Source: an optimization exercise on an open RTL-to-GDS flow (aim: small area). Production flows keep margins and buffers that such runs may drop.
Function was checked by simulation only, so behaviour that the tests miss may differ from the original.
The clock port is modelled as an ideal driver; clocking choices that lean on that would not hold on a real chip.
Power and IR drop assume default switching activity.

[flow/flow/run.sh]
#!/bin/bash
set -o pipefail
export BUFFER_PORTS_ARGS="-buffer_cell sky130_fd_sc_hd__buf_1"
export CTS_ARGS="-sink_clustering_enable -repair_clock_nets -dont_use_dummy_load -buf_list sky130_fd_sc_hd__clkbuf_16 -sink_clustering_size 24 -sink_clustering_max_diameter 80"
export POST_CTS_TCL="$PWD/flow/downsize_buffers.tcl"
bash standard.sh > standard.log 2>&1
[flow/flow/downsize_buffers.tcl]
# POST_CTS hook: give each signal cell that placement-time repair sized up
# the smallest drive strength of the same cell whose output slew, and the
# slew at every pin it drives, stay under slew_limit (well inside the
# library's limits). Clock-tree cells are left alone. The global-route
# stage that follows repairs design rules and setup timing again with its
# own parasitics.
set slew_limit 0.6
set n_down 0
set area_saved 0.0
foreach inst [get_cells *] {
  set orig [get_property $inst ref_name]
  if {![regexp {^(sky130_fd_sc_hd__[a-z0-9]+)_([0-9]+)$} $orig -> base drive]} continue
  if {$drive <= 1} continue
  if {[regexp {clkbuf|clkinv|clkdlybuf|conb|tapvpwr|fill|diode|decap} $base]} continue
  set opins [get_pins -of_objects $inst -filter "direction == output"]
  if {[llength $opins] != 1} continue
  set opin [lindex $opins 0]
  set net [get_nets -of_objects $opin]
  if {$net eq ""} continue
  set orig_area [get_property [get_lib_cells */$orig] area]
  # smaller drive strengths of the same cell, smallest area first
  set cands {}
  foreach lc [get_lib_cells */${base}_*] {
    set n [get_property $lc name]
    if {![regexp "^${base}_(\[0-9\]+)\$" $n -> d]} continue
    set a [get_property $lc area]
    if {$a < $orig_area} { lappend cands [list $a $n] }
  }
  set done 0
  foreach c [lsort -real -index 0 $cands] {
    lassign $c c_area c_name
    replace_cell $inst $c_name
    set ok [expr {[get_property $opin slew_max] <= $slew_limit}]
    if {$ok} {
      foreach ld [get_pins -of_objects $net -filter "direction == input"] {
        if {[get_property $ld slew_max] > $slew_limit} { set ok 0; break }
      }
    }
    if {$ok} {
      incr n_down
      set area_saved [expr {$area_saved + $orig_area - $c_area}]
      set done 1
      break
    }
  }
  if {!$done} { replace_cell $inst $orig }
}
puts "downsize_buffers: downsized $n_down cells, saved $area_saved um^2"
detailed_placement
check_placement -verbose
[flow/standard.sh]
#!/bin/bash
# synth_recipe.tcl (not shown) runs the flow's synth.tcl, then flattens the netlist and writes it again
# the make line also repeats each setting of config.mk as NAME=value (left out here)
make -C /OpenROAD-flow-scripts/flow DESIGN_CONFIG=/design/flow/config.mk WORK_HOME=/design/flow/orfs CLKGATE_MAP_FILE= SYNTH_SCRIPT=/design/flow/synth_recipe.tcl "${@:-finish}"
[flow/config.mk]
export PLATFORM = sky130hd
export DESIGN_NAME = axi4_straddle_convertor
export DESIGN_NICKNAME = axi4_straddle_convertor
export VERILOG_FILES = /design/flow/design.v
export SDC_FILE = /design/flow/constraint.sdc
export NUM_CORES = 4
export LEC_CHECK = 0
export CAP_MARGIN = 10
export CORE_MARGIN = 2
export CORE_UTILIZATION = 65
export PLACE_DENSITY = 0.8
export SLEW_MARGIN = 10
export SYNTH_HIERARCHICAL = 1
export SYNTH_MINIMUM_KEEP_SIZE = 0
[flow/constraint.sdc]
create_clock -name core_clock -period 5.5 [get_ports {ACLK}]
set_input_delay 1.1000 -clock core_clock [delete_from_list [all_inputs] [get_ports {ACLK}]]
set_output_delay 1.1000 -clock core_clock [all_outputs]
set_load 0.01 [all_outputs]
[flow/design.v]
`timescale 1ns / 1ps
module axi4_straddle_convertor #
(
    parameter integer AXI_TUSER_L        = 161,
    parameter integer BUFFER_SIZE        = 4
)
(
    input wire                                  ACLK,
    input wire                                  ARESETN,
    input wire [AXI_TUSER_L-1:0]               S_AXIS_TUSER,
    input wire [511:0]                         S_AXIS_TDATA,
    input wire [15:0]                          S_AXIS_TKEEP,
    input wire                                 S_AXIS_TLAST,
    input wire                                 S_AXIS_TVALID,
    output wire                                S_AXIS_TREADY,
    output wire [AXI_TUSER_L-1:0]              M_AXIS_TUSER,
    output wire [511:0]                        M_AXIS_TDATA,
    output wire [15:0]                         M_AXIS_TKEEP,
    output wire                                M_AXIS_TLAST,
    output wire                                M_AXIS_TVALID,
    input wire                                 M_AXIS_TREADY,
    output reg [1:0]                           error_invalid_state
);
wire [1:0] is_sop      = S_AXIS_TUSER[65:64];
wire [1:0] is_eop      = S_AXIS_TUSER[77:76];
wire [1:0] is_sop0_ptr = S_AXIS_TUSER[69:68];
wire [3:0] is_eop0_ptr = S_AXIS_TUSER[83:80];
wire [3:0] is_eop1_ptr = S_AXIS_TUSER[87:84];
reg [1:0] wp0, rp0, wp1, rp1;
reg       f0, f1;               
reg       full0, full1;
reg [1:0] tlp_active;
reg [3:0] tracker;
reg       old_tlp;
reg [3:0] eop0, eop1;
reg       rfb0;                 
reg       out_sop;
assign S_AXIS_TREADY = !full0 && !full1;
wire fire = S_AXIS_TVALID && S_AXIS_TREADY;
reg [1:0] ac, an;
reg [3:0] tc;
reg       oc;
reg       ill_sop, ill_eop;
always @(*) begin
    ac = tlp_active;
    tc = tracker;
    oc = old_tlp;
    ill_sop = 1'b0;
    casez ({is_sop, tlp_active})
        4'b11??: begin ac = 2'b11; tc = 4'b1001; oc = 1'b0; end
        4'b0100: begin ac = 2'b01; tc = (is_sop0_ptr == 2'b00) ? 4'b0011 : 4'b0010; oc = 1'b0; end
        4'b0101: begin ac = 2'b11; tc = (is_sop0_ptr == 2'b00) ? 4'b0110 : 4'b1001; oc = 1'b0; end
        4'b0110: begin ac = 2'b11; tc = (is_sop0_ptr == 2'b00) ? 4'b1001 : 4'b0110; oc = 1'b1; end
        4'b00??: ;
        default: ill_sop = 1'b1;
    endcase
    an = ac;
    ill_eop = 1'b0;
    casez ({is_eop, ac})
        4'b1111: an = 2'b00;
        4'b0111: an = oc ? 2'b01 : 2'b10;
        4'b0101: an = 2'b00;
        4'b0110: an = 2'b00;
        4'b00??: ;
        default: ill_eop = 1'b1;
    endcase
end
reg [3:0] tn;
always @(*) begin
    tn = tc;
    if (is_eop == 2'b11 && ac == 2'b11) tn = 4'b0000;
    else if (is_eop == 2'b01) begin
        case (ac)
            2'b11: tn = oc ? 4'b0011 : 4'b1100;
            2'b01, 2'b10: tn = 4'b0000;
            default: ;
        endcase
    end
end
wire [1:0] t0 = tc[1:0];
wire [1:0] t1 = tc[3:2];
wire w0 = ARESETN && fire && ac[0];
wire w1 = ARESETN && fire && ac[1];
wire end0 = ac[0] && !an[0];
wire end1 = ac[1] && !an[1];
wire wl0_cur = w0 && !f0 && (t0 != 2'b00);
wire wl0_nxt = w0 &&  f0 && (t0 == 2'b11);
wire wu0     = w0 && ((t0 == 2'b11) || (f0 && t0 != 2'b00));
wire wl1_cur = w1 && !f1 && (t1 != 2'b00);
wire wl1_nxt = w1 &&  f1 && (t1 == 2'b11);
wire wu1     = w1 && ((t1 == 2'b11) || (f1 && t1 != 2'b00));
wire sl0 = t0[1] && (!t0[0] ||  f0);
wire su0 = t0[1] && (!t0[0] || !f0);
wire sl1 = t1[1] && (!t1[0] ||  f1);
wire su1 = t1[1] && (!t1[0] || !f1);
wire [15:0] mask0, mask1;
genvar gi;
generate
    for (gi = 0; gi < 16; gi = gi + 1) begin : g_mask
        assign mask0[gi] = S_AXIS_TKEEP[gi] && (gi <= is_eop0_ptr);
        assign mask1[gi] = S_AXIS_TKEEP[gi] && (gi <= is_eop1_ptr);
    end
endgenerate
wire [15:0] km0 = !end0 ? S_AXIS_TKEEP : (is_eop[0] && !oc) ? mask0 : mask1;
wire [15:0] km1 = !end1 ? S_AXIS_TKEEP : (is_eop[1] &&  oc) ? mask0 : mask1;
wire [255:0] wdl0, wdu0, wdl1, wdu1;
wire [7:0]   wkl0, wku0, wkl1, wku1;
generate
    for (gi = 0; gi < 256; gi = gi + 1) begin : g_wd
        axi4s_muxi u_l0 (.a(S_AXIS_TDATA[gi]), .b(S_AXIS_TDATA[256+gi]), .s(sl0), .y(wdl0[gi]));
        axi4s_muxi u_u0 (.a(S_AXIS_TDATA[gi]), .b(S_AXIS_TDATA[256+gi]), .s(su0), .y(wdu0[gi]));
        axi4s_muxi u_l1 (.a(S_AXIS_TDATA[gi]), .b(S_AXIS_TDATA[256+gi]), .s(sl1), .y(wdl1[gi]));
        axi4s_muxi u_u1 (.a(S_AXIS_TDATA[gi]), .b(S_AXIS_TDATA[256+gi]), .s(su1), .y(wdu1[gi]));
    end
    for (gi = 0; gi < 8; gi = gi + 1) begin : g_wk
        axi4s_muxi u_l0 (.a(km0[gi]), .b(km0[8+gi]), .s(sl0), .y(wkl0[gi]));
        axi4s_muxi u_u0 (.a(km0[gi]), .b(km0[8+gi]), .s(su0), .y(wku0[gi]));
        axi4s_muxi u_l1 (.a(km1[gi]), .b(km1[8+gi]), .s(sl1), .y(wkl1[gi]));
        axi4s_muxi u_u1 (.a(km1[gi]), .b(km1[8+gi]), .s(su1), .y(wku1[gi]));
    end
endgenerate
wire [1:0] wp0n = wp0 + 2'd1;
wire [1:0] wp1n = wp1 + 2'd1;
reg [255:0] dl0 [0:3];
reg [255:0] du0 [0:3];
reg [255:0] dl1 [0:3];
reg [255:0] du1 [0:3];
reg [7:0]   kl0 [0:3];
reg [7:0]   ku0 [0:3];
reg [7:0]   kl1 [0:3];
reg [7:0]   ku1 [0:3];
generate
    for (gi = 0; gi < 4; gi = gi + 1) begin : g_ent
        wire el0 = (wl0_cur && wp0 == gi) || (wl0_nxt && wp0n == gi);
        wire eu0 = wu0 && wp0 == gi;
        wire el1 = (wl1_cur && wp1 == gi) || (wl1_nxt && wp1n == gi);
        wire eu1 = wu1 && wp1 == gi;
        always @(posedge ACLK) begin
            if (el0) begin dl0[gi] <= wdl0; kl0[gi] <= wkl0; end
            if (eu0) begin du0[gi] <= wdu0; ku0[gi] <= wku0; end
            else if (el0) ku0[gi] <= 8'hff;
            if (el1) begin dl1[gi] <= wdl1; kl1[gi] <= wkl1; end
            if (eu1) begin du1[gi] <= wdu1; ku1[gi] <= wku1; end
            else if (el1) ku1[gi] <= 8'hff;
        end
    end
endgenerate
wire has0 = (wp0 != rp0);
wire has1 = (wp1 != rp1);
assign M_AXIS_TVALID = has0 || has1;
reg       sel0;
reg [3:0] ns0, ns1;
wire rd    = M_AXIS_TVALID && M_AXIS_TREADY;
wire last0 = eop0[rp0];
wire last1 = eop1[rp1];
wire adv0  = w0 && (end0 || (f0 && t0 != 2'b00) || t0 == 2'b11);
wire adv1  = w1 && (end1 || (f1 && t1 != 2'b00) || t1 == 2'b11);
wire [1:0] wp0_nx = adv0 ? wp0n : wp0;
wire [1:0] wp1_nx = adv1 ? wp1n : wp1;
wire [1:0] rp0_nx = (rd &&  sel0) ? rp0 + 2'd1 : rp0;
wire [1:0] rp1_nx = (rd && !sel0) ? rp1 + 2'd1 : rp1;
wire rfb0_nx = !rd ? rfb0 :
               sel0 ? (rfb0 && !(last0 && has1)) : (rfb0 || (last1 && has0));
wire sel0_nx = (wp0_nx != rp0_nx) && ((wp1_nx == rp1_nx) || rfb0_nx);
wire [511:0] rdata;
wire [15:0]  rkeep;
generate
    for (gi = 0; gi < 256; gi = gi + 1) begin : g_rd
        axi4s_rdmux8 u_rl (
            .ns({ns1, ns0}),
            .dn({dl1[3][gi], dl1[2][gi], dl1[1][gi], dl1[0][gi],
                dl0[3][gi], dl0[2][gi], dl0[1][gi], dl0[0][gi]}),
            .y(rdata[gi]));
        axi4s_rdmux8 u_ru (
            .ns({ns1, ns0}),
            .dn({du1[3][gi], du1[2][gi], du1[1][gi], du1[0][gi],
                du0[3][gi], du0[2][gi], du0[1][gi], du0[0][gi]}),
            .y(rdata[256+gi]));
    end
    for (gi = 0; gi < 8; gi = gi + 1) begin : g_rk
        axi4s_rdmux8 u_kl (
            .ns({ns1, ns0}),
            .dn({kl1[3][gi], kl1[2][gi], kl1[1][gi], kl1[0][gi],
                kl0[3][gi], kl0[2][gi], kl0[1][gi], kl0[0][gi]}),
            .y(rkeep[gi]));
        axi4s_rdmux8 u_ku (
            .ns({ns1, ns0}),
            .dn({ku1[3][gi], ku1[2][gi], ku1[1][gi], ku1[0][gi],
                ku0[3][gi], ku0[2][gi], ku0[1][gi], ku0[0][gi]}),
            .y(rkeep[8+gi]));
    end
endgenerate
assign M_AXIS_TDATA = rdata;
assign M_AXIS_TKEEP = rkeep;
assign M_AXIS_TLAST = sel0 ? last0 : last1;
reg [3:0] eop_ptr;
integer j;
always @(*) begin
    eop_ptr = 4'd0;
    for (j = 1; j < 16; j = j + 1)
        if (rkeep[j]) eop_ptr = j;
end
wire v = M_AXIS_TVALID;
assign M_AXIS_TUSER = {{(AXI_TUSER_L-84){1'b0}},
                       eop_ptr & {4{v}},
                       3'b000, M_AXIS_TLAST & v,
                       11'd0, out_sop & v,
                       64'd0};
always @(posedge ACLK) begin
    if (!ARESETN) begin
        wp0 <= 2'd0; rp0 <= 2'd0; wp1 <= 2'd0; rp1 <= 2'd0;
        f0 <= 1'b0; f1 <= 1'b0;
        full0 <= 1'b0; full1 <= 1'b0;
        tlp_active <= 2'b00;
        tracker <= 4'b0000;
        old_tlp <= 1'b0;
        eop0 <= 4'b0000; eop1 <= 4'b0000;
        rfb0 <= 1'b1;
        sel0 <= 1'b0;
        ns0 <= 4'b1111; ns1 <= 4'b1110;
        out_sop <= 1'b1;
        error_invalid_state <= 2'b00;
    end else begin
        if (fire) begin
            old_tlp <= oc;
            tlp_active <= an;
            tracker <= tn;
            error_invalid_state <= error_invalid_state | {ill_sop, ill_eop};
        end
        if (w0) begin
            if (end0) begin
                if (f0 && t0 == 2'b11) eop0[wp0n] <= 1'b1;
                else                   eop0[wp0]  <= 1'b1;
                f0 <= 1'b0;
            end else begin
                eop0[wp0] <= 1'b0;
                if (t0 == 2'b01 || t0 == 2'b10) f0 <= !f0;
            end
        end
        if (w1) begin
            if (end1) begin
                if (f1 && t1 == 2'b11) eop1[wp1n] <= 1'b1;
                else                   eop1[wp1]  <= 1'b1;
                f1 <= 1'b0;
            end else begin
                eop1[wp1] <= 1'b0;
                if (t1 == 2'b01 || t1 == 2'b10) f1 <= !f1;
            end
        end
        wp0  <= wp0_nx;
        wp1  <= wp1_nx;
        rp0  <= rp0_nx;
        rp1  <= rp1_nx;
        rfb0 <= rfb0_nx;
        sel0 <= sel0_nx;
        ns0  <= ~({4{ sel0_nx}} & (4'b0001 << rp0_nx));
        ns1  <= ~({4{!sel0_nx}} & (4'b0001 << rp1_nx));
        if (rd) out_sop <= sel0 ? last0 : last1;
        full0 <= (wp0n == rp0) || (f0 && (wp0 + 2'd2 == rp0));
        full1 <= (wp1n == rp1) || (f1 && (wp1 + 2'd2 == rp1));
    end
end
endmodule
module axi4s_rdmux8 (
    input  wire [7:0] ns,
    input  wire [7:0] dn,
    output wire       y
);
    wire [3:0] p;
    genvar i;
    generate
        for (i = 0; i < 4; i = i + 1) begin : g_p
            axi4s_oai22 u_p (.a1(ns[2*i]), .a2(dn[2*i]), .b1(ns[2*i+1]), .b2(dn[2*i+1]), .y(p[i]));
        end
    endgenerate
    axi4s_or4 u_o (.a(p), .y(y));
endmodule
module axi4s_oai22 (
    input  wire a1, a2, b1, b2,
    output wire y
);
    assign y = !((a1 || a2) && (b1 || b2));
endmodule
module axi4s_or4 (
    input  wire [3:0] a,
    output wire       y
);
    assign y = |a;
endmodule
module axi4s_muxi (
    input  wire a, b, s,
    output wire y
);
    assign y = !(s ? b : a);
endmodule
==> run summary, run 1 <==
Final Cycle Share=93.2%; initial antenna violation count=150; Final #Nets=10900; clk_skew=139 ps; status=finished clean; Vias per Instance=7.36; clock-pin slew on the worst setup and hold paths=90 ps; largest net degree at the start of global routing=155; crit path DAT=4030 ps; final hold violation count=0; Max VDD drop=0.000361 V; leakage=55.0 nW; vias in the first global route=96000; Remaining Overflow, GRT=0; drt drc=0; area taken by flip-flops and latches=128000 um2; Post-synth EDFFs=4224; post-route setup TNS=0 ps; Post-Synthesis Cell Area=160000 um2; R2R depth=14; ratio of cells with drive above 1 in the final layout=5.17%; reg2reg end=du0[2][173]$_DFFE_PP_; register area share after synthesis=79.7%; crit path from=ns1[0]$_SDFF_PN0_; number of cells after detailed placement=13300; Core ar.=245000 um2; GRT Util Overall=37.2%; clock latency (worst-skew pair)=920 ps; routed vias=99900; Initial Utilization=65.2%; area grow syn2layout=9.60%; Ys Warns=15; critical path class=flop to output pin; CP endpoint=M_AXIS_TUSER[83]; Die Width=500 um; # setup viols final=0; post-route ant nets=0; Die Height=500 um; RSZ-0062 raised after global routing=false; PwrDens=353 nW/um2; hpwl dp=283000 um; critical-path maximum fanout=39; wire per inst=35.3 um; reg-to-reg slack, setup=600 ps; required time worst endpoint=4400 ps; Crit. End Element=output pin; Slew headroom=12.2%; die area=250000 um2; Cells after Synth=8697; Async SR Flop Fraction=0%; Ports=1388; post-synthesis register bit count=4264; count of cell types in the netlist=71; drt pass-1 iters=8; Slew Limit Fails=0; syn_area_per_cell=18.4 um2; row cnt=182; Worst setup SP type=flop; Fmax=0.195 GHz; DR iter-0 viols=15200; global-route wire length before repair=671000 um; buffers added on ports=1084; Worst Hold Class=flop to flop; final non-filler cell total=13600; GP Congestion=0.874; Max Cap Viol=0; clock sinks=4264; multi-input logic area=31600 um2; reg2reg start=tlp_active[1]$_SDFFE_PN0P_; number of fill cells=14800; post-layout minimum cycle time=5130 ps; drt total wl=479000 um; Most used DFF post-synth=edfxtp_1; slew of the pin with the lowest slew margin=1320 ps; CTS tree=done
[Yosys stat by module (local to each module, per instance), a selection]
module                   area, um2  cells inside
axi4s_muxi                    10.0             1
axi4_straddle_convertor     132000          5001
axi4s_oai22                   6.26             1
axi4s_or4                     7.51             1
[layout by cell type (no fill, tap or decap), types with 9 or more instances in the layout]
master,n
a21boi_0,10
a21oi_1,64
and2_1,12
buf_1,1132
buf_12,41
buf_2,67
buf_4,80
buf_6,34
buf_8,17
clkbuf_16,202
conb_1,155
dfxtp_1,32
diode_2,113
edfxtp_1,4224
ha_1,16
inv_1,19
mux2i_1,1070
nand2_1,75
nand2b_1,9
nand3_1,13
nor2_1,44
nor3_1,12
o21a_1,28
o21ai_0,37
o22ai_1,2114
or2_0,10
or2_2,54
or4_1,528
xnor2_1,12
[power by group]
part	internal [mW]	switching [mW]
Sequential	36.6	0.209
Combinational	2.54	6.80
Clock	6.52	9.17
Total	45.7	16.2
[worst min path at each step]
| stage | startpoint | endpoint | slack, ps | depth (start not counted) |
|---|---|---|---|---|
| after floorplan | out_sop$_SDFFE_PN1P_ | out_sop$_SDFFE_PN1P_ | 430 | 2 |
| final | error_invalid_state[0]$_SDFFE_PN0P_ | error_invalid_state[0]$_SDFFE_PN0P_ | 480 | 1 |
| after global placement | error_invalid_state[0]$_SDFFE_PN0P_ | error_invalid_state[0]$_SDFFE_PN0P_ | 460 | 1 |
| after global routing | error_invalid_state[0]$_SDFFE_PN0P_ | error_invalid_state[0]$_SDFFE_PN0P_ | 510 | 1 |
| after detailed placement | error_invalid_state[0]$_SDFFE_PN0P_ | error_invalid_state[0]$_SDFFE_PN0P_ | 470 | 1 |
[Yosys cell counts (all sizes together), types with 11 or more instances]
cell type	n	share of area (%)
xnor2	12	0.075
buf	166	0.77
nor2	46	0.11
a21oi	70	0.22
edfxtp	4224	79
nor3	12	0.038
and2	12	0.047
o21ai	43	0.14
nand3	13	0.041
o22ai	2114	8.3
inv	29	0.068
a21boi	11	0.052
or2	65	0.25
mux2i	1070	6.7
o21a	28	0.13
dfxtp	40	0.50
ha	16	0.13
or4	528	2.5
nand2	75	0.18
clkbuf	26	0.061
[flip-flops by register name (all words and copies together), names as in the netlist, 4 cells and up]
name / cells
eop0: 4
du0: 1024
kl1: 32
ku1: 32
dl1: 1024
tracker: 4
du1: 1024
eop1: 4
ku0: 32
ns1: 4
ns0: 4
dl0: 1024
kl0: 32
[routing by layer]
| metal | vias up | part of all wire (%) | track usage (%) |
|---|---|---|---|
| met4 | 72 | 6.9 | 23.2 |
| met3 | 1430 | 14 | 9.21 |
| met2 | 8703 | 46 | 56.4 |
| li1 | 40100 | - | - |
| met5 | - | 0.094 | 0 |
| met1 | 49600 | 33 | 49.1 |
[kinds of logic after synthesis]
logic type / count (synthesis) / synth area share, %
buf+inv: 221 / 0.900
compound gates: 2309 / 9.05
xor+xnor: 17 / 0.120
other cells: 1 / 0.00234
flops: 4264 / 79.7
mux: 1074 / 6.73
simple gates: 795 / 3.33
fa+ha+maj: 16 / 0.125
[final cells by class]
| class | instances | share of cell area [%] |
|---|---|---|
| clock buffers | 202 | 2.88 |
| multi-input cells | 4366 | 18.0 |
| repair buffers | 1373 | 3.81 |
| inverters | 29 | 0.0820 |
| diodes | 113 | 0.161 |
| flip-flops and latches | 4264 | 72.8 |
| well taps | 3220 | 2.30 |
[metrics by stage]
| stage | total power, mW | instance area [um2] | utilization [%] | worst slack (ps) | hold slack, ps |
|---|---|---|---|---|---|
| 3_3_place_gp | 46.4 | 172000 | 70.0 | 888 | 455 |
| 6_report | 61.8 | 175000 | 71.5 | 373 | 478 |
| 2_1_floorplan | 43.1 | 161000 | - | -3980 | 432 |
| 5_1_grt | 63.1 | 175000 | 71.5 | 275 | 507 |
| 3_5_place_dp | 46.6 | 172000 | 70.0 | 810 | 468 |
[worst max-delay path: stages, from the launching register on]
cell and delay (ps):
dfxtp_4 900, buf_2 620, o22ai_1 190, or4_1 590, nor4_1 390, a21oi_1 250, buf_1 190
==> inputs of run 2 (changes only) <==
==> flow/flow/run.sh (replaced) <==
#!/bin/bash
set -o pipefail
export BUFFER_PORTS_ARGS="-buffer_cell sky130_fd_sc_hd__buf_1"
export CTS_ARGS="-sink_clustering_enable -repair_clock_nets -dont_use_dummy_load -buf_list sky130_fd_sc_hd__clkbuf_16 -sink_clustering_size 30 -sink_clustering_max_diameter 60"
export POST_CTS_TCL="$PWD/flow/downsize_buffers.tcl"
bash standard.sh > standard.log 2>&1
--- a/flow/config.mk
+++ b/flow/config.mk
@@ -8,6 +8,6 @@
 export CAP_MARGIN = 10
 export CORE_MARGIN = 2
-export CORE_UTILIZATION = 65
-export PLACE_DENSITY = 0.8
+export CORE_UTILIZATION = 70
+export PLACE_DENSITY = 0.85
 export SLEW_MARGIN = 10
 export SYNTH_HIERARCHICAL = 1
==> run summary, run 2 <==
number of fill cells=11900; slew of the pin with the lowest slew margin=1310 ps; Max Cap Viol=0; total chip power=61.6 mW; post-layout minimum cycle time=5330 ps; final hold violation count=0; largest net degree at the start of global routing=169; Remaining Overflow, GRT=0; Most used DFF post-synth=edfxtp_1; clock latency (worst-skew pair)=930 ps; DR iter-0 viols=17200; global-route wire length before repair=668000 um; Placed Instance Area=171000 um2; initial antenna violation count=163; reg2reg start=tlp_active[1]$_SDFFE_PN0P_; Fmax=0.188 GHz; leakage=54.8 nW; routed vias=102000; commonest non-fill, non-tap cell in the layout=edfxtp_1; drt drc=0; crit path DAT=4230 ps; # setup viols final=0; CP max-delay cell=dfxtp_4; Post-synth EDFFs=4224; worst path cell trace=buf_2 > o22ai_1 > or4_1 > o21bai_1 > a21oi_1 > o21bai_1 > a21oi_1 > o311a_1 > buf_1; register area share after synthesis=79.7%; CTS tree=done; Post-Synthesis Cell Area=160000 um2; vias in the first global route=98400; critical-path maximum fanout=39; post-route setup TNS=0 ps; Crit. End Element=output pin; Max stage delay on crit path=890 ps; Die Width=482 um; clock sinks=4264; row cnt=175; crit path from=ns1[0]$_SDFF_PN0_; GP Congestion=0.903; Worst setup SP type=flop; Cells after Synth=8697; critical path class=flop to output pin; hpwl dp=283000 um; drt pass-1 iters=8; DP Worst Slack=545 ps; top-count cell post-synth=edfxtp_1; Max VDD drop=0.000360 V; commonest cells after routing, fill and taps aside=4224 x edfxtp_1, 2114 x o22ai_1, 1139 x buf_1; clk_skew=134 ps; Final Worst Setup Slack=171 ps; share of the synthesized area in the top cell type=79.2%; post-route ant nets=0; Final #Nets=10900; Initial Utilization=70.4%; synth cell count leaders=4224 x edfxtp_1, 2114 x o22ai_1, 1070 x mux2i_1; Slew headroom=13.0%; drt total wl=478000 um; Worst Hold Class=flop to flop; ratio of cells with drive above 1 in the final layout=5.02%; count of cell types in the netlist=71; wire per inst=35.8 um; Slew Limit Fails=0; Async SR Flop Fraction=0%; Core ar.=227000 um2; Ys Warns=15; post-synthesis register bit count=4264; syn_area_per_cell=18.4 um2; GRT Util Overall=40.0%; cell area after layout=175000 um2; status=finished clean; die area=233000 um2; Ports=1388; buffers added on ports=1084; clock-pin slew on the worst setup and hold paths=90 ps; RSZ-0062 raised after global routing=false; area grow syn2layout=9.22%; required time worst endpoint=4400 ps; top post-synthesis cells by area=edfxtp_1 79%, o22ai_1 8.3%, mux2i_1 6.7%, or4_1 2.5%, buf_4 0.73%; PwrDens=352 nW/um2; Synth area leader=edfxtp_1; Final Cycle Share=96.9%; Die Height=482 um; Vias per Instance=7.62; HP Start=error_invalid_state[0]$_SDFFE_PN0P_
## run 2: cell type report
cell class	count	area (um2)	share of cell area (%)
Inverter	29	166	0.0952
Antenna cell	122	305	0.175
Tap cell	3009	3760	2.15
Sequential cell	4264	128000	73.0
Clock buffer	195	4880	2.79
Multi-Input combinational cell	4366	31500	18.0
Timing Repair Buffer	1374	6520	3.73
## run 2: per-module statistics from Yosys, one instance, submodules excluded, excerpt
module,area [um2],cells inside,flip-flops and latches
axi4s_or4,7.51,1,0
axi4s_oai22,6.26,1,0
axi4_straddle_convertor,132000,5001,4264
axi4s_muxi,10.0,1,0
## run 2: per-stage QoR
stage               util, %  hold slack, ps  instances
floorplan                 -             432       8851
detailed placement     75.2             459      13000
global route           76.9             504      13300
finish                 76.9             477      13400
global placement       75.2             455      13000
## run 2: path summary, 6_finish.rpt
kind / endpoint / slack [ps] / cells past startpoint
max: M_AXIS_TUSER[80] / 170 / 9
min: error_invalid_state[0]$_SDFFE_PN0P_ / 480 / 1
max reg2reg: dl1[2][253]$_DFFE_PP_ / 1410 / 11
min reg2reg: error_invalid_state[0]$_SDFFE_PN0P_ / 480 / 1
## run 2: per-layer routing
| layer | global-route usage [%] | wire length (um) | vias up |
|---|---|---|---|
| met5 | 0.204 | 609 | - |
| met4 | 28.9 | 38200 | 88 |
| met3 | 11.2 | 73800 | 1716 |
| met2 | 60.6 | 220000 | 10000 |
| met1 | 50.2 | 145000 | 49900 |
| li1 | - | - | 40100 |
## run 2: critical path: cells and delay by family, from the launching register on
kind / cells / cell delay [ps]
AND/OR/NAND/NOR: 1 / 550
buffers and inverters: 2 / 790
AO/OA/AOI/OAI: 6 / 1140
flip-flops: 1 / 890
## run 2: where the power goes
group	internal [mW]	leakage, nW	switching (mW)
Sequential	36.6	38.5	0.227
Combinational	2.53	14.0	6.90
Clock	6.31	2.40	9.04
Total	45.5	54.8	16.2
## run 2: cells by family after synthesis
logic type	synth area share (%)
AO/OA/AOI/OAI	9.05
XOR/XNOR	0.120
adder cells (fa/ha/maj)	0.125
buffers and inverters	0.900
flip-flops	79.7
multiplexers	6.73
other	0.00234
AND/OR/NAND/NOR	3.33
==> inputs of run 3 (changes only) <==
--- a/flow/flow/downsize_buffers.tcl
+++ b/flow/flow/downsize_buffers.tcl
@@ -2,8 +2,10 @@
 # the smallest drive strength of the same cell whose output slew, and the
 # slew at every pin it drives, stay under slew_limit (well inside the
-# library's limits). Clock-tree cells are left alone. The global-route
+# library's limits) and whose worst setup slack stays above slack_floor.
+# Clock-tree cells are left alone. The global-route
 # stage that follows repairs design rules and setup timing again with its
 # own parasitics.
-set slew_limit 0.6
+set slew_limit 1.0
+set slack_floor 0.9
 set n_down 0
 set area_saved 0.0
@@ -31,5 +33,6 @@
     lassign $c c_area c_name
     replace_cell $inst $c_name
-    set ok [expr {[get_property $opin slew_max] <= $slew_limit}]
+    set ok [expr {[get_property $opin slew_max] <= $slew_limit
+                  && [get_property $opin slack_max] >= $slack_floor}]
     if {$ok} {
       foreach ld [get_pins -of_objects $net -filter "direction == input"] {
==> run summary, run 3 <==
clock-pin slew on the worst setup and hold paths=90 ps; multi-input logic area=31500 um2; number of fill cells=11900; post-route ant nets=0; Final #Nets=10900; drt total wl=477000 um; top post-synthesis cells by area=edfxtp_1 79%, o22ai_1 8.3%, mux2i_1 6.7%, or4_1 2.5%, buf_4 0.73%; required time worst endpoint=4400 ps; top-count cell post-synth=edfxtp_1; share of the synthesized area in the top cell type=79.2%; Slew Limit Fails=0; area taken by flip-flops and latches=128000 um2; slew of the pin with the lowest slew margin=1410 ps; die area=233000 um2; Synth area leader=edfxtp_1; Die Width=482 um; Max Cap Viol=0; R2R depth=9; hpwl dp=283000 um; clock latency (worst-skew pair)=930 ps; count of cell types in the netlist=71; Max stage delay on crit path=890 ps; register area share after synthesis=79.7%; DR iter-0 viols=17100; crit path DAT=4400 ps; reg2reg end=du1[1][152]$_DFFE_PP_; # setup viols final=1; reg-to-reg slack, setup=680 ps; drt pass-1 iters=8; Post-Synthesis Cell Area=160000 um2; Ports=1388; Fmax=0.182 GHz; WHS Endpoint=error_invalid_state[0]$_SDFFE_PN0P_; Vias per Instance=7.59; Crit. End Element=output pin; commonest non-fill, non-tap cell in the layout=edfxtp_1; HP Start=error_invalid_state[0]$_SDFFE_PN0P_; GRT Util Overall=40.0%; Core ar.=227000 um2; Worst Hold Class=flop to flop; routed vias=101000; area grow syn2layout=8.88%; Cells after Synth=8697; wire per inst=35.7 um; vias in the first global route=98400; GP Congestion=0.903; CP max-delay cell=dfxtp_4; global-route wire length before repair=668000 um; Remaining Overflow, GRT=0; Most used DFF post-synth=edfxtp_1; Initial Utilization=70.4%; reg2reg start=tlp_active[0]$_SDFFE_PN0P_; Final Cycle Share=100%; Worst setup SP type=flop; row cnt=175; status=finished with violations; DP Worst Slack=545 ps; PwrDens=353 nW/um2; initial antenna violation count=151; final hold violation count=0; CTS tree=done; Async SR Flop Fraction=0%; post-layout minimum cycle time=5500 ps; Fail Reasons=setup timing; Max VDD drop=0.000352 V; worst path cell trace=buf_6 > buf_2 > o22ai_1 > or4_1 > buf_1; Final Worst Setup Slack=-1.03 ps; ratio of cells with drive above 1 in the final layout=4.58%; commonest cells after routing, fill and taps aside=4224 x edfxtp_1, 2114 x o22ai_1, 1179 x buf_1; syn_area_per_cell=18.4 um2; synth cell count leaders=4224 x edfxtp_1, 2114 x o22ai_1, 1070 x mux2i_1; clock sinks=4264; clk_skew=135 ps; Die Height=482 um; post-synthesis register bit count=4264; drt drc=0; critical path class=flop to output pin; critical-path maximum fanout=72; Ys Warns=15; Post-synth EDFFs=4224; largest net degree at the start of global routing=169; leakage=54.6 nW; buffers added on ports=1084; WHS Path Cells=1; Slew headroom=6.11%; total chip power=61.6 mW
## run 3: worst max-delay path: cells and delay by family, from the launching register on
family                 cells  cell delay [ps]
AO/OA/AOI/OAI              1              180
AND/OR/NAND/NOR            1              490
buffers and inverters      3             1800
flip-flops                 1              890
## run 3: metal layers
layer / wire length (um) / GRT usage, % / vias up
met5: 547 / 0.143 / -
met2: 220000 / 60.8 / 9969
met1: 146000 / 50.3 / 49600
met3: 73200 / 11.3 / 1664
met4: 37500 / 28.4 / 80
li1: - / - / 40100
## run 3: area by class of cell
| class | instances | area share, % |
|---|---|---|
| antenna | 119 | 0.171 |
| clock buffer | 195 | 2.80 |
| inverter | 29 | 0.0826 |
| multi-input combinational | 4366 | 18.1 |
| sequential | 4264 | 73.3 |
| tap | 3009 | 2.16 |
| timing repair buffer | 1376 | 3.45 |
## run 3: worst max-delay path by stage
| stage | startpoint | end | slack [ps] | cells past startpoint |
|---|---|---|---|---|
| floorplan | S_AXIS_TUSER[64] | ku1[0][0]$_SDFFCE_PN1P_ | -3980 | 9 |
| global placement | S_AXIS_TUSER[64] | du1[2][210]$_DFFE_PP_ | 610 | 14 |
| detailed placement | S_AXIS_TUSER[64] | du1[2][210]$_DFFE_PP_ | 550 | 14 |
| global route | ns1[0]$_SDFF_PN0_ | M_AXIS_TDATA[152] | -6 | 5 |
| finish | ns1[0]$_SDFF_PN0_ | M_AXIS_TDATA[152] | -1 | 5 |
## run 3: power breakdown
group	switching [mW]	internal, mW	total, mW	leakage (nW)
logic	6.86	2.51	9.36	13.7
clock network	9.04	6.31	15.4	2.40
registers	0.227	36.6	36.8	38.5
## run 3: per-module statistics from Yosys (local to each module, per instance), excerpt
module,cells inside,flip-flops and latches,times used
axi4_straddle_convertor,5001,4264,1
axi4s_or4,1,0,528
axi4s_muxi,1,0,1056
axi4s_oai22,1,0,2112
## run 3: logic make-up after synthesis
family                   share of synthesized area [%]
adder cells (fa/ha/maj)                          0.125
other                                          0.00234
flip-flops                                        79.7
AO/OA/AOI/OAI                                     9.05
buffers and inverters                            0.900
AND/OR/NAND/NOR                                   3.33
multiplexers                                      6.73
XOR/XNOR                                         0.120
## run 3: per-stage QoR
step	utilization (%)	cell area (um2)	hold WS [ps]	instances	setup TNS, ps
3_3_place_gp	75.2	171000	455	13000	0
2_1_floorplan	-	161000	432	8851	-
3_5_place_dp	75.2	171000	459	13000	0
5_1_grt	76.6	174000	504	13300	-5.71
6_report	76.7	174000	475	13400	-1.03
==> inputs of run 4 (changes only) <==
--- a/flow/flow/downsize_buffers.tcl
+++ b/flow/flow/downsize_buffers.tcl
@@ -7,5 +7,5 @@
 # own parasitics.
 set slew_limit 1.0
-set slack_floor 0.9
+set slack_floor 0.6
 set n_down 0
 set area_saved 0.0
==> run summary, run 4 <==
Post-Synthesis Cell Area=160000 um2; worst hold margin=475 ps; Slew headroom=4.15%; Max Cap Viol=0; cell area after layout=174000 um2; global-route wire length before repair=668000 um; clock-pin slew on the worst setup and hold paths=90 ps; commonest non-fill, non-tap cell in the layout=edfxtp_1; DR iter-0 viols=16900; drt total wl=477000 um; routed vias=101000; CP max-delay cell=dfxtp_4; Initial Utilization=70.4%; PwrDens=353 nW/um2; top post-synthesis cells by area=edfxtp_1 79%, o22ai_1 8.3%, mux2i_1 6.7%, or4_1 2.5%, buf_4 0.73%; drt drc=0; synth cell count leaders=4224 x edfxtp_1, 2114 x o22ai_1, 1070 x mux2i_1; Ys Warns=15; CTS tree=done; Worst setup SP type=flop; share of the synthesized area in the top cell type=79.2%; area grow syn2layout=8.86%; worst path cell trace=buf_6 > buf_2 > o22ai_1 > or4_1 > buf_1; Final Worst Setup Slack=-12.1 ps; RSZ-0062 raised after global routing=false; Final Cycle Share=100%; Max VDD drop=0.000359 V; Core ar.=227000 um2; clk_skew=133 ps; Max stage delay on crit path=890 ps; critical-path maximum fanout=72; # setup viols final=1; post-route ant nets=0; Post-synth EDFFs=4224; wire per inst=35.7 um; status=finished with violations; leakage=54.6 nW; final core occ=76.7%; Final #Nets=10900; hpwl dp=283000 um; Slew Limit Fails=0; Placed Instance Area=171000 um2; Die Width=482 um; Worst Hold Class=flop to flop; top-count cell post-synth=edfxtp_1; Most used DFF post-synth=edfxtp_1; Bufs and invs on worst path=3; clock sinks=4264; register area share after synthesis=79.7%; Crit path max-delay family=buffers and inverters; slew of the pin with the lowest slew margin=1440 ps; Async SR Flop Fraction=0%; initial antenna violation count=151; vias in the first global route=98400; row cnt=175; Die Height=482 um; final hold violation count=0; clock latency (worst-skew pair)=930 ps; Crit. End Element=output pin; Cells after Synth=8697; Fail Reasons=setup timing; crit path DAT=4410 ps; die area=233000 um2; required time worst endpoint=4400 ps; Synth area leader=edfxtp_1; ratio of cells with drive above 1 in the final layout=4.57%; GRT Util Overall=40.0%; GP Congestion=0.903; critical path class=flop to output pin; commonest cells after routing, fill and taps aside=4224 x edfxtp_1, 2114 x o22ai_1, 1181 x buf_1; syn_area_per_cell=18.4 um2; largest net degree at the start of global routing=169; buffers added on ports=1084; post-synthesis register bit count=4264; drt pass-1 iters=6; Remaining Overflow, GRT=0; Ports=1388; post-layout minimum cycle time=5510 ps; count of cell types in the netlist=71; Fmax=0.181 GHz; Vias per Instance=7.60
-- run 4: cell counts after synthesis --
No cell type changed its count.
-- run 4: final cells by class --
| type | instances | area [um2] |
|---|---|---|
| multi-input cells | 4366 | 31500 |
| clock buffers | 195 | 4880 |
| flip-flops and latches | 4264 | 128000 |
| fillers | 11900 | 53000 |
| repair buffers | 1376 | 6000 |
| diodes | 114 | 285 |
| inverters | 29 | 144 |
| well taps | 3009 | 3760 |
-- run 4: path summary, 6_finish.rpt --
check                           slack (ps)  cells after the start                                start                                  end
worst min register to register         480                      1  error_invalid_state[0]$_SDFFE_PN0P_  error_invalid_state[0]$_SDFFE_PN0P_
worst max-delay path                   -10                      5                    ns1[0]$_SDFF_PN0_                    M_AXIS_TDATA[152]
worst max register to register         610                      9           tlp_active[0]$_SDFFE_PN0P_                du1[1][152]$_DFFE_PP_
worst min-delay path                   480                      1  error_invalid_state[0]$_SDFFE_PN0P_  error_invalid_state[0]$_SDFFE_PN0P_
-- run 4: logic make-up after synthesis --
| family | after synthesis | synth area share, % |
|---|---|---|
| and+or+nand+nor | 795 | 3.33 |
| buffers and inverters | 221 | 0.900 |
| adders and majority gates | 16 | 0.125 |
| xor gates and xnor gates | 17 | 0.120 |
| other | 1 | 0.00234 |
| muxes | 1074 | 6.73 |
| AOI/OAI and AO/OA | 2309 | 9.05 |
| DFF | 4264 | 79.7 |
-- run 4: report_power, final --
part | switching (mW) | internal, mW | total (mW)
clock | 9.04 | 6.31 | 15.3
combinational | 6.86 | 2.50 | 9.36
sequential | 0.228 | 36.6 | 36.8
total | 16.1 | 45.4 | 61.6
-- run 4: layer usage --
metal	share of wire [%]	global-route usage, %
met1	31	50.3
met2	46	60.8
met3	15	11.3
met4	7.9	28.3
met5	0.11	0.143
-- run 4: stage by stage --
stage / total power [mW] / TNS, ps / setup slack [ps] / std cells
floorplan: 43.1 / - / -3980 / 8851
finish: 61.6 / -12.1 / -12.1 / 13400
global route: 62.7 / 0 / 20.8 / 13300
detailed placement: 46.5 / 0 / 545 / 13000
global placement: 46.2 / 0 / 607 / 13000
-- run 4: modules after synthesis (local to each module, per instance), a selection --
module	times used	area (um2)
axi4s_or4	528	7.51
axi4s_oai22	2112	6.26
axi4_straddle_convertor	1	132000
axi4s_muxi	1056	10.0

-- afterwards: timing with drivers on the ports --
How much do the figures lean on ideal ports? The routed layouts below were timed once more, with nothing changed but the port constraints. Step 1 (the two cells are an assumption about what drives the block):
set clk [get_ports {ACLK}]
set_driving_cell -lib_cell sky130_fd_sc_hd__clkbuf_16 $clk
set_driving_cell -lib_cell sky130_fd_sc_hd__buf_2 [delete_from_list [all_inputs] $clk]
Step 2 also shifts input and output timing later by t, the mid clock arrival at the registers, as if the neighbouring blocks saw the same clock. Slacks: no drivers / after step 1 / after step 2; pairs: no drivers / after step 1.
run | t (ns) | setup WS [ns] | hold slack, ns | worst setup path after step 2
run 1 | 0.954 | 0.373 / 0.268 / -0.349 | 0.478 / 0.478 / 0.478 | input to register
run 2 | 0.952 | 0.171 / 0.074 / 0.079 | 0.477 / 0.477 / 0.477 | input to register
run 3 | 0.954 | -0.001 / -0.100 / -0.383 | 0.475 / 0.475 / 0.475 | input to register
run 4 | 0.952 | -0.012 / -0.111 / -0.445 | 0.475 / 0.475 / 0.475 | input to register
Met with ideal ports but missed after step 2: setup timing in run 1. The setup slack of run 1, which loses most, moves by -0.105 ns with the drivers and by -0.722 ns with both steps.
